Context: an optimization exercise on an open-source flow, tuned for small area, a short achievable clock period and few clock cycles. The choices shown serve that exercise and are no tape-out recipe.

==> 08-06: inputs <==
Design CORDIC, start of the top module:
module CORDIC #(parameter integer W = 32)
(
    input wire clk,
    input wire start,
    input wire signed [31:0] x,
    input wire signed [31:0] y,
    output wire signed [W-1:0]phi,
    output wire done
);
clock: 7.5 ns
lec_check: 0
abc_area: 1
cap_margin: 20
core_margin: 2
core_utilization: 40
setup_slack_margin: 4
slew_margin: 20
synth_hierarchical: 1
synth_minimum_keep_size: 0
run.sh (not shown) runs the stock make flow with config.mk's settings and CLKGATE_MAP_FILE= SYNTH_SCRIPT=/design/flow/synth_recipe.tcl, a recipe that flattens the netlist after the stock synthesis.
==> 06-26: changes against 08-06 <==
--- a/flow/design.v
+++ b/flow/design.v
@@ -15,14 +15,12 @@
 reg [0:0] b27;   
 reg [2:0] ff;
 reg [1:0] c0;
 wire d = yr[31];
 wire [31:0] xs, ys, xn, yn, zn;
-cordic_shr u_shx (.a(yr), .s({cnt[4:1], c0[0]}), .o(xs));
-cordic_shr u_shy (.a(xr), .s({cnt[4:1], ~c0[1]}), .o(ys));
-cordic_addsub u_addx (.a(xr), .b(xs), .inv(d), .o(xn));
-cordic_addsub u_addy (.a(yr), .b(ys), .inv(~d), .o(yn));
+cordic_addsub u_addx (.a(xr), .src(yr), .s({cnt[4:1], c0[0]}), .inv(d), .ld(start), .din(x), .o(xn));
+cordic_addsub u_addy (.a(yr), .src(xr), .s({cnt[4:1], ~c0[1]}), .inv(~d), .ld(start), .din(y), .o(yn));
 wire [31:0] za;
 cordic_ztab u_tab (.i(cnt), .d(d), .dn(dn), .o(za));
 cordic_add u_addz (.a(z), .b(za), .o(zn));
 wire b26 = ~d;
 wire [2:0] fnext;
@@ -30,19 +28,16 @@
 assign fnext[1] = z[4] & (b26 ? (~z[5] & (&z[17:6])) : (&z[17:5]));
 assign fnext[2] = z[4] & (b26 ? (~z[5] & (&z[24:6])) : (&z[24:5]));
 cordic_fin u_fin (.a(z), .b(b27), .f(ff), .o(phi));
 assign done = dn;
 always @(posedge clk) begin
-    if (start) begin
-        xr  <= x;
-        yr  <= y;
-        z   <= 32'h906dfdfb;
-    end else begin
-        xr  <= xn;
-        yr  <= yn;
-        z   <= zn;
-    end
+    xr <= xn;
+    yr <= yn;
+    if (start)
+        z <= 32'h906dfdfb;
+    else
+        z <= zn;
     if (start) begin
         cnt <= 5'd0;
         dn  <= 1'b0;
         c0[0] <= 1'b0;
         c0[1] <= 1'b1;
@@ -62,26 +57,17 @@
 wire [31:0] l2 = s[2] ? {{4{l1[31]}}, l1[31:4]} : l1;
 wire [31:0] l3 = s[3] ? {{8{l2[31]}}, l2[31:8]} : l2;
 wire [31:0] l4 = s[4] ? {{16{l3[31]}}, l3[31:16]} : l3;
 assign o = l4;
 endmodule
-module cordic_addsub (input wire [31:0] a, input wire [31:0] b, input wire inv, output wire [31:0] o);
-wire [31:0] ax;
-cordic_xor u_x (.a(a), .s(inv), .o(ax));
+module cordic_addsub (input wire [31:0] a, input wire [31:0] src, input wire [4:0] s, input wire inv, input wire ld, input wire [31:0] din, output wire [31:0] o);
 wire [31:0] p, g;
-cordic_pgx u_pg (.a(a), .ax(ax), .b(b), .cin(inv), .p(p), .g(g));
-cordic_pfx u_pfx (.p(p), .g(g), .cin(inv), .o(o));
-endmodule
-module cordic_xor (input wire [31:0] a, input wire s, output wire [31:0] o);
-assign o = a ^ {32{s}};
+cordic_shpg u_pg (.a(a), .src(src), .s(s), .cin(inv), .p(p), .g(g));
+cordic_pfxl u_pfx (.p(p), .g(g), .cin(inv), .ld(ld), .din(din), .o(o));
 endmodule
-module cordic_pgx (input wire [31:0] a, input wire [31:0] ax, input wire [31:0] b, input wire cin, output wire [31:0] p, output wire [31:0] g);
-assign p = ax ^ b;
-wire [31:0] g1 = a & ~p;
-assign g = {g1[31:1], g1[0] | (p[0] & cin)};
-endmodule
-module cordic_pfx (input wire [31:0] p, input wire [31:0] g, input wire cin, output wire [31:0] o);
+module cordic_pfxl (input wire [31:0] p, input wire [31:0] g, input wire cin, input wire ld, input wire [31:0] din, output wire [31:0] o);
+wire [31:0] s;
 wire G0_1 = g[1] | (p[1] & g[0]);
 wire G0_3 = g[3] | (p[3] & g[2]);
 wire P0_3 = p[3] & p[2];
 wire G0_5 = g[5] | (p[5] & g[4]);
 wire P0_5 = p[5] & p[4];
@@ -207,13 +193,24 @@
 wire G4_27 = G3_27 | (P3_27 & G3_15);
 wire G4_28 = G3_28 | (P3_28 & G3_15);
 wire G4_29 = G3_29 | (P3_29 & G3_15);
 wire G4_30 = G3_30 | (P3_30 & G3_15);
 wire G4_31 = G3_31 | (P3_31 & G3_15);
-assign o = p ^ {G4_30, G4_29, G4_28, G4_27, G4_26, G4_25, G4_24, G4_23, G4_22, G4_21, G4_20, G4_19, G4_18, G4_17, G4_16, G3_15, G3_14, G3_13, G3_12, G3_11, G3_10, G3_9, G3_8, G2_7, G2_6, G2_5, G2_4, G1_3, G1_2, G0_1, g[0], cin};
+assign s = p ^ {G4_30, G4_29, G4_28, G4_27, G4_26, G4_25, G4_24, G4_23, G4_22, G4_21, G4_20, G4_19, G4_18, G4_17, G4_16, G3_15, G3_14, G3_13, G3_12, G3_11, G3_10, G3_9, G3_8, G2_7, G2_6, G2_5, G2_4, G1_3, G1_2, G0_1, g[0], cin};
+assign o = ld ? din : s;
+endmodule
+module cordic_shpg (input wire [31:0] a, input wire [31:0] src, input wire [4:0] s, input wire cin, output wire [31:0] p, output wire [31:0] g);
+wire [31:0] sx = src ^ {32{cin}};
+wire [31:0] l0 = s[0] ? {{1{sx[31]}}, sx[31:1]} : sx;
+wire [31:0] l1 = s[1] ? {{2{l0[31]}}, l0[31:2]} : l0;
+wire [31:0] l2 = s[2] ? {{4{l1[31]}}, l1[31:4]} : l1;
+wire [31:0] l3 = s[3] ? {{8{l2[31]}}, l2[31:8]} : l2;
+wire [31:0] l4 = s[4] ? {{16{l3[31]}}, l3[31:16]} : l3;
+assign p = a ^ l4;
+assign g = {a[31:1] & l4[31:1], (a[0] & l4[0]) | (p[0] & cin)};
 endmodule
-module cordic_pfxz (input wire [31:0] p, input wire [31:0] g, input wire cin, output wire [31:0] o);
+module cordic_pfx (input wire [31:0] p, input wire [31:0] g, input wire cin, output wire [31:0] o);
 wire G0_1 = g[1] | (p[1] & g[0]);
 wire G0_3 = g[3] | (p[3] & g[2]);
 wire P0_3 = p[3] & p[2];
 wire G0_5 = g[5] | (p[5] & g[4]);
 wire P0_5 = p[5] & p[4];
@@ -241,68 +238,114 @@
 wire P0_27 = p[27] & p[26];
 wire G0_29 = g[29] | (p[29] & g[28]);
 wire P0_29 = p[29] & p[28];
 wire G0_31 = g[31] | (p[31] & g[30]);
 wire P0_31 = p[31] & p[30];
+wire G1_2 = g[2] | (p[2] & G0_1);
 wire G1_3 = G0_3 | (P0_3 & G0_1);
+wire G1_6 = g[6] | (p[6] & G0_5);
+wire P1_6 = p[6] & P0_5;
 wire G1_7 = G0_7 | (P0_7 & G0_5);
 wire P1_7 = P0_7 & P0_5;
+wire G1_10 = g[10] | (p[10] & G0_9);
+wire P1_10 = p[10] & P0_9;
 wire G1_11 = G0_11 | (P0_11 & G0_9);
 wire P1_11 = P0_11 & P0_9;
+wire G1_14 = g[14] | (p[14] & G0_13);
+wire P1_14 = p[14] & P0_13;
 wire G1_15 = G0_15 | (P0_15 & G0_13);
 wire P1_15 = P0_15 & P0_13;
+wire G1_18 = g[18] | (p[18] & G0_17);
+wire P1_18 = p[18] & P0_17;
 wire G1_19 = G0_19 | (P0_19 & G0_17);
 wire P1_19 = P0_19 & P0_17;
+wire G1_22 = g[22] | (p[22] & G0_21);
+wire P1_22 = p[22] & P0_21;
 wire G1_23 = G0_23 | (P0_23 & G0_21);
 wire P1_23 = P0_23 & P0_21;
+wire G1_26 = g[26] | (p[26] & G0_25);
+wire P1_26 = p[26] & P0_25;
 wire G1_27 = G0_27 | (P0_27 & G0_25);
 wire P1_27 = P0_27 & P0_25;
+wire G1_30 = g[30] | (p[30] & G0_29);
+wire P1_30 = p[30] & P0_29;
 wire G1_31 = G0_31 | (P0_31 & G0_29);
 wire P1_31 = P0_31 & P0_29;
+wire G2_4 = g[4] | (p[4] & G1_3);
+wire G2_5 = G0_5 | (P0_5 & G1_3);
+wire G2_6 = G1_6 | (P1_6 & G1_3);
 wire G2_7 = G1_7 | (P1_7 & G1_3);
+wire G2_12 = g[12] | (p[12] & G1_11);
+wire P2_12 = p[12] & P1_11;
+wire G2_13 = G0_13 | (P0_13 & G1_11);
+wire P2_13 = P0_13 & P1_11;
+wire G2_14 = G1_14 | (P1_14 & G1_11);
+wire P2_14 = P1_14 & P1_11;
 wire G2_15 = G1_15 | (P1_15 & G1_11);
 wire P2_15 = P1_15 & P1_11;
+wire G2_20 = g[20] | (p[20] & G1_19);
+wire P2_20 = p[20] & P1_19;
+wire G2_21 = G0_21 | (P0_21 & G1_19);
+wire P2_21 = P0_21 & P1_19;
+wire G2_22 = G1_22 | (P1_22 & G1_19);
+wire P2_22 = P1_22 & P1_19;
 wire G2_23 = G1_23 | (P1_23 & G1_19);
 wire P2_23 = P1_23 & P1_19;
+wire G2_28 = g[28] | (p[28] & G1_27);
+wire P2_28 = p[28] & P1_27;
+wire G2_29 = G0_29 | (P0_29 & G1_27);
+wire P2_29 = P0_29 & P1_27;
+wire G2_30 = G1_30 | (P1_30 & G1_27);
+wire P2_30 = P1_30 & P1_27;
 wire G2_31 = G1_31 | (P1_31 & G1_27);
 wire P2_31 = P1_31 & P1_27;
+wire G3_8 = g[8] | (p[8] & G2_7);
+wire G3_9 = G0_9 | (P0_9 & G2_7);
+wire G3_10 = G1_10 | (P1_10 & G2_7);
+wire G3_11 = G1_11 | (P1_11 & G2_7);
+wire G3_12 = G2_12 | (P2_12 & G2_7);
+wire G3_13 = G2_13 | (P2_13 & G2_7);
+wire G3_14 = G2_14 | (P2_14 & G2_7);
 wire G3_15 = G2_15 | (P2_15 & G2_7);
+wire G3_24 = g[24] | (p[24] & G2_23);
+wire P3_24 = p[24] & P2_23;
+wire G3_25 = G0_25 | (P0_25 & G2_23);
+wire P3_25 = P0_25 & P2_23;
+wire G3_26 = G1_26 | (P1_26 & G2_23);
+wire P3_26 = P1_26 & P2_23;
+wire G3_27 = G1_27 | (P1_27 & G2_23);
+wire P3_27 = P1_27 & P2_23;
+wire G3_28 = G2_28 | (P2_28 & G2_23);
+wire P3_28 = P2_28 & P2_23;
+wire G3_29 = G2_29 | (P2_29 & G2_23);
+wire P3_29 = P2_29 & P2_23;
+wire G3_30 = G2_30 | (P2_30 & G2_23);
+wire P3_30 = P2_30 & P2_23;
 wire G3_31 = G2_31 | (P2_31 & G2_23);
 wire P3_31 = P2_31 & P2_23;
+wire G4_16 = g[16] | (p[16] & G3_15);
+wire G4_17 = G0_17 | (P0_17 & G3_15);
+wire G4_18 = G1_18 | (P1_18 & G3_15);
+wire G4_19 = G1_19 | (P1_19 & G3_15);
+wire G4_20 = G2_20 | (P2_20 & G3_15);
+wire G4_21 = G2_21 | (P2_21 & G3_15);
+wire G4_22 = G2_22 | (P2_22 & G3_15);
+wire G4_23 = G2_23 | (P2_23 & G3_15);
+wire G4_24 = G3_24 | (P3_24 & G3_15);
+wire G4_25 = G3_25 | (P3_25 & G3_15);
+wire G4_26 = G3_26 | (P3_26 & G3_15);
+wire G4_27 = G3_27 | (P3_27 & G3_15);
+wire G4_28 = G3_28 | (P3_28 & G3_15);
+wire G4_29 = G3_29 | (P3_29 & G3_15);
+wire G4_30 = G3_30 | (P3_30 & G3_15);
 wire G4_31 = G3_31 | (P3_31 & G3_15);
-wire G5_23 = G2_23 | (P2_23 & G3_15);
-wire G6_11 = G1_11 | (P1_11 & G2_7);
-wire G6_19 = G1_19 | (P1_19 & G3_15);
-wire G6_27 = G1_27 | (P1_27 & G5_23);
-wire G7_5 = G0_5 | (P0_5 & G1_3);
-wire G7_9 = G0_9 | (P0_9 & G2_7);
-wire G7_13 = G0_13 | (P0_13 & G6_11);
-wire G7_17 = G0_17 | (P0_17 & G3_15);
-wire G7_21 = G0_21 | (P0_21 & G6_19);
-wire G7_25 = G0_25 | (P0_25 & G5_23);
-wire G7_29 = G0_29 | (P0_29 & G6_27);
-wire G8_2 = g[2] | (p[2] & G0_1);
-wire G8_4 = g[4] | (p[4] & G1_3);
-wire G8_6 = g[6] | (p[6] & G7_5);
-wire G8_8 = g[8] | (p[8] & G2_7);
-wire G8_10 = g[10] | (p[10] & G7_9);
-wire G8_12 = g[12] | (p[12] & G6_11);
-wire G8_14 = g[14] | (p[14] & G7_13);
-wire G8_16 = g[16] | (p[16] & G3_15);
-wire G8_18 = g[18] | (p[18] & G7_17);
-wire G8_20 = g[20] | (p[20] & G6_19);
-wire G8_22 = g[22] | (p[22] & G7_21);
-wire G8_24 = g[24] | (p[24] & G5_23);
-wire G8_26 = g[26] | (p[26] & G7_25);
-wire G8_28 = g[28] | (p[28] & G6_27);
-wire G8_30 = g[30] | (p[30] & G7_29);
-assign o = p ^ {G8_30, G7_29, G8_28, G6_27, G8_26, G7_25, G8_24, G5_23, G8_22, G7_21, G8_20, G6_19, G8_18, G7_17, G8_16, G3_15, G8_14, G7_13, G8_12, G6_11, G8_10, G7_9, G8_8, G2_7, G8_6, G7_5, G8_4, G1_3, G8_2, G0_1, g[0], cin};
+assign o = p ^ {G4_30, G4_29, G4_28, G4_27, G4_26, G4_25, G4_24, G4_23, G4_22, G4_21, G4_20, G4_19, G4_18, G4_17, G4_16, G3_15, G3_14, G3_13, G3_12, G3_11, G3_10, G3_9, G3_8, G2_7, G2_6, G2_5, G2_4, G1_3, G1_2, G0_1, g[0], cin};
 endmodule
 module cordic_add (input wire [31:0] a, input wire [31:0] b, output wire [31:0] o);
 wire [31:0] p, g;
 cordic_pgz u_pg (.a(a), .b(b), .p(p), .g(g));
-cordic_pfxz u_pfx (.p(p), .g(g), .cin(1'b0), .o(o));
+cordic_pfx u_pfx (.p(p), .g(g), .cin(1'b0), .o(o));
 endmodule
 module cordic_pgz (input wire [31:0] a, input wire [31:0] b, output wire [31:0] p, output wire [31:0] g);
 assign p = a ^ b;
 assign g = a & b;
 endmodule
@@ -333,11 +376,11 @@
     ({32{i == 5'd22}} & 32'h00000200) |
     ({32{i == 5'd23}} & 32'h00000100) |
     ({32{i == 5'd24}} & 32'h00000080) |
     ({32{i == 5'd25}} & 32'h00000040) |
     ({32{i == 5'd26}} & 32'h00000020);
-assign o = (d | dn) ? 32'h0 : t;
+assign o = d ? 32'h0 : t;
 endmodule
 module cordic_fin (input wire [31:0] a, input wire b, input wire [2:0] f, output wire [31:0] o);
 assign o[3:0] = a[3:0];
 wire c0 = b;
 assign o[4] = a[4] ^ c0;
==> impl_metrics.yaml <==
grt:
  grt_pass1_vias: 14531
  grt_use_met2_pct: 43.8
final_layout:
  sh_seq_area_pct: 12.9
  num-multi-input-gates: 2012
run_status:
  status: "timing/DRC/antenna clean"
sta:
  finalCriticalPeriod_ns: 3.53
routing:
  dr.pass1.iters: 8
-- figures above: 06-26

==> impl_metrics.yaml <==
clock_tree:
  tritoncts: "built"
run_status:
  status: "timing/DRC/antenna clean"
grt:
  grt_pass1_vias: 15427
  grt_use_met2_pct: 41.1
sta:
  finalSetupViolCount: 0
final_layout:
  num-multi-input-gates: 2212
-- figures above: 08-06

No run of this note included a check of the RTL's function; only the layout flow was run.

---

==> job 3444 <==
CORDIC, a different RTL version from the one above (not shown whole).
clock: 7.5 ns
lec_check: 0
abc_area: 0
cap_margin: 20
core_margin: 2
core_utilization: 40
setup_slack_margin: 4
slew_margin: 20
synth_hierarchical: 1
synth_minimum_keep_size: 0
==> inputs of job 3641, as changes to job 3444 <==
Settings changed: ABC_AREA 0 to 1.
==> comparison table <==
Most prevalent standard cell on the critical path: job 3641 sky130_fd_sc_hd__buf_4; job 3444 sky130_fd_sc_hd__mux2_4
Area delta synth->final: job 3641 13.6%; job 3444 21.1%
R2R depth: job 3641 16; job 3444 18
Largest clock skew in the final design: job 3641 16.5 ps; job 3444 15.2 ps
Cell depth of the worst hold path: job 3641 1; job 3444 2
Design Area, Final: job 3641 18,700 sq um; job 3444 17,200 sq um
Clock tree cell share of total cell area: job 3641 1.47%; job 3444 1.68%
Slowest library cell on the worst path: job 3641 sky130_fd_sc_hd__clkdlybuf4s50_1; job 3444 sky130_fd_sc_hd__dfxtp_4
Highest achievable clock rate: job 3641 289 MHz; job 3444 247 MHz
Count of buffers added by post-CTS timing repair for setup: job 3641 13; job 3444 31
Max-slew headroom at the worst pin: job 3641 51.9%; job 3444 51.9%
CP Class: job 3641 flop to output port; job 3444 flop to flop
Die area: job 3641 42,800 sq um; job 3444 37,000 sq um
CORE AREA: job 3641 40,700 sq um; job 3444 34,700 sq um
Met2 Wirelength: job 3641 20,700 um; job 3444 18,700 um
Placer's final routability congestion estimate: job 3641 0.942; job 3444 0.877
Run status: job 3641 timing/DRC/antenna clean; job 3444 timing/DRC/antenna clean
Layout clock buffers: job 3641 9; job 3444 11
Final Net Count: job 3641 3,518; job 3444 1,778
Gate Count Post-Synth: job 3641 3,346; job 3444 1,594
Function was not checked in any run of this note: the RTL went through the layout flow alone.

==> what the ideal ports hide <==
In the flow no input, the clock included, has a driving cell. The finished layouts below were timed again as built, in two steps. Step 1 sets driving cells, clkbuf_16 on the clock port and buf_2 on the other inputs (assumed; they add their load-dependent delay and slew). Step 2 times the ports against the registers' clock, not the clock port: input delays grow and output delays shrink by t, the midpoint of the rising clock arrivals with the driver on. Three values: ideal, step 1, step 2; two values: the first two.
| run | t (ns) | slack for setup (ns) | hold slack, ns | cell pins on the clock port's net |
|---|---|---|---|---|
| 08-06 | 0.451 | 4.107 / 4.060 / 4.107 | 0.472 / 0.472 / 0.472 | 1 |
| 06-26 | 0.448 | 3.973 / 3.973 / 3.973 | 0.467 / 0.467 / 0.467 | 1 |
| job 3444 | 0.435 | 3.449 / 3.449 / 3.449 | 0.623 / 0.623 / 0.623 | 1 |
| job 3641 | 0.453 | 4.043 / 3.988 / 4.076 | 0.492 / 0.492 / 0.492 | 1 |
After both steps every run listed still meets setup and hold.
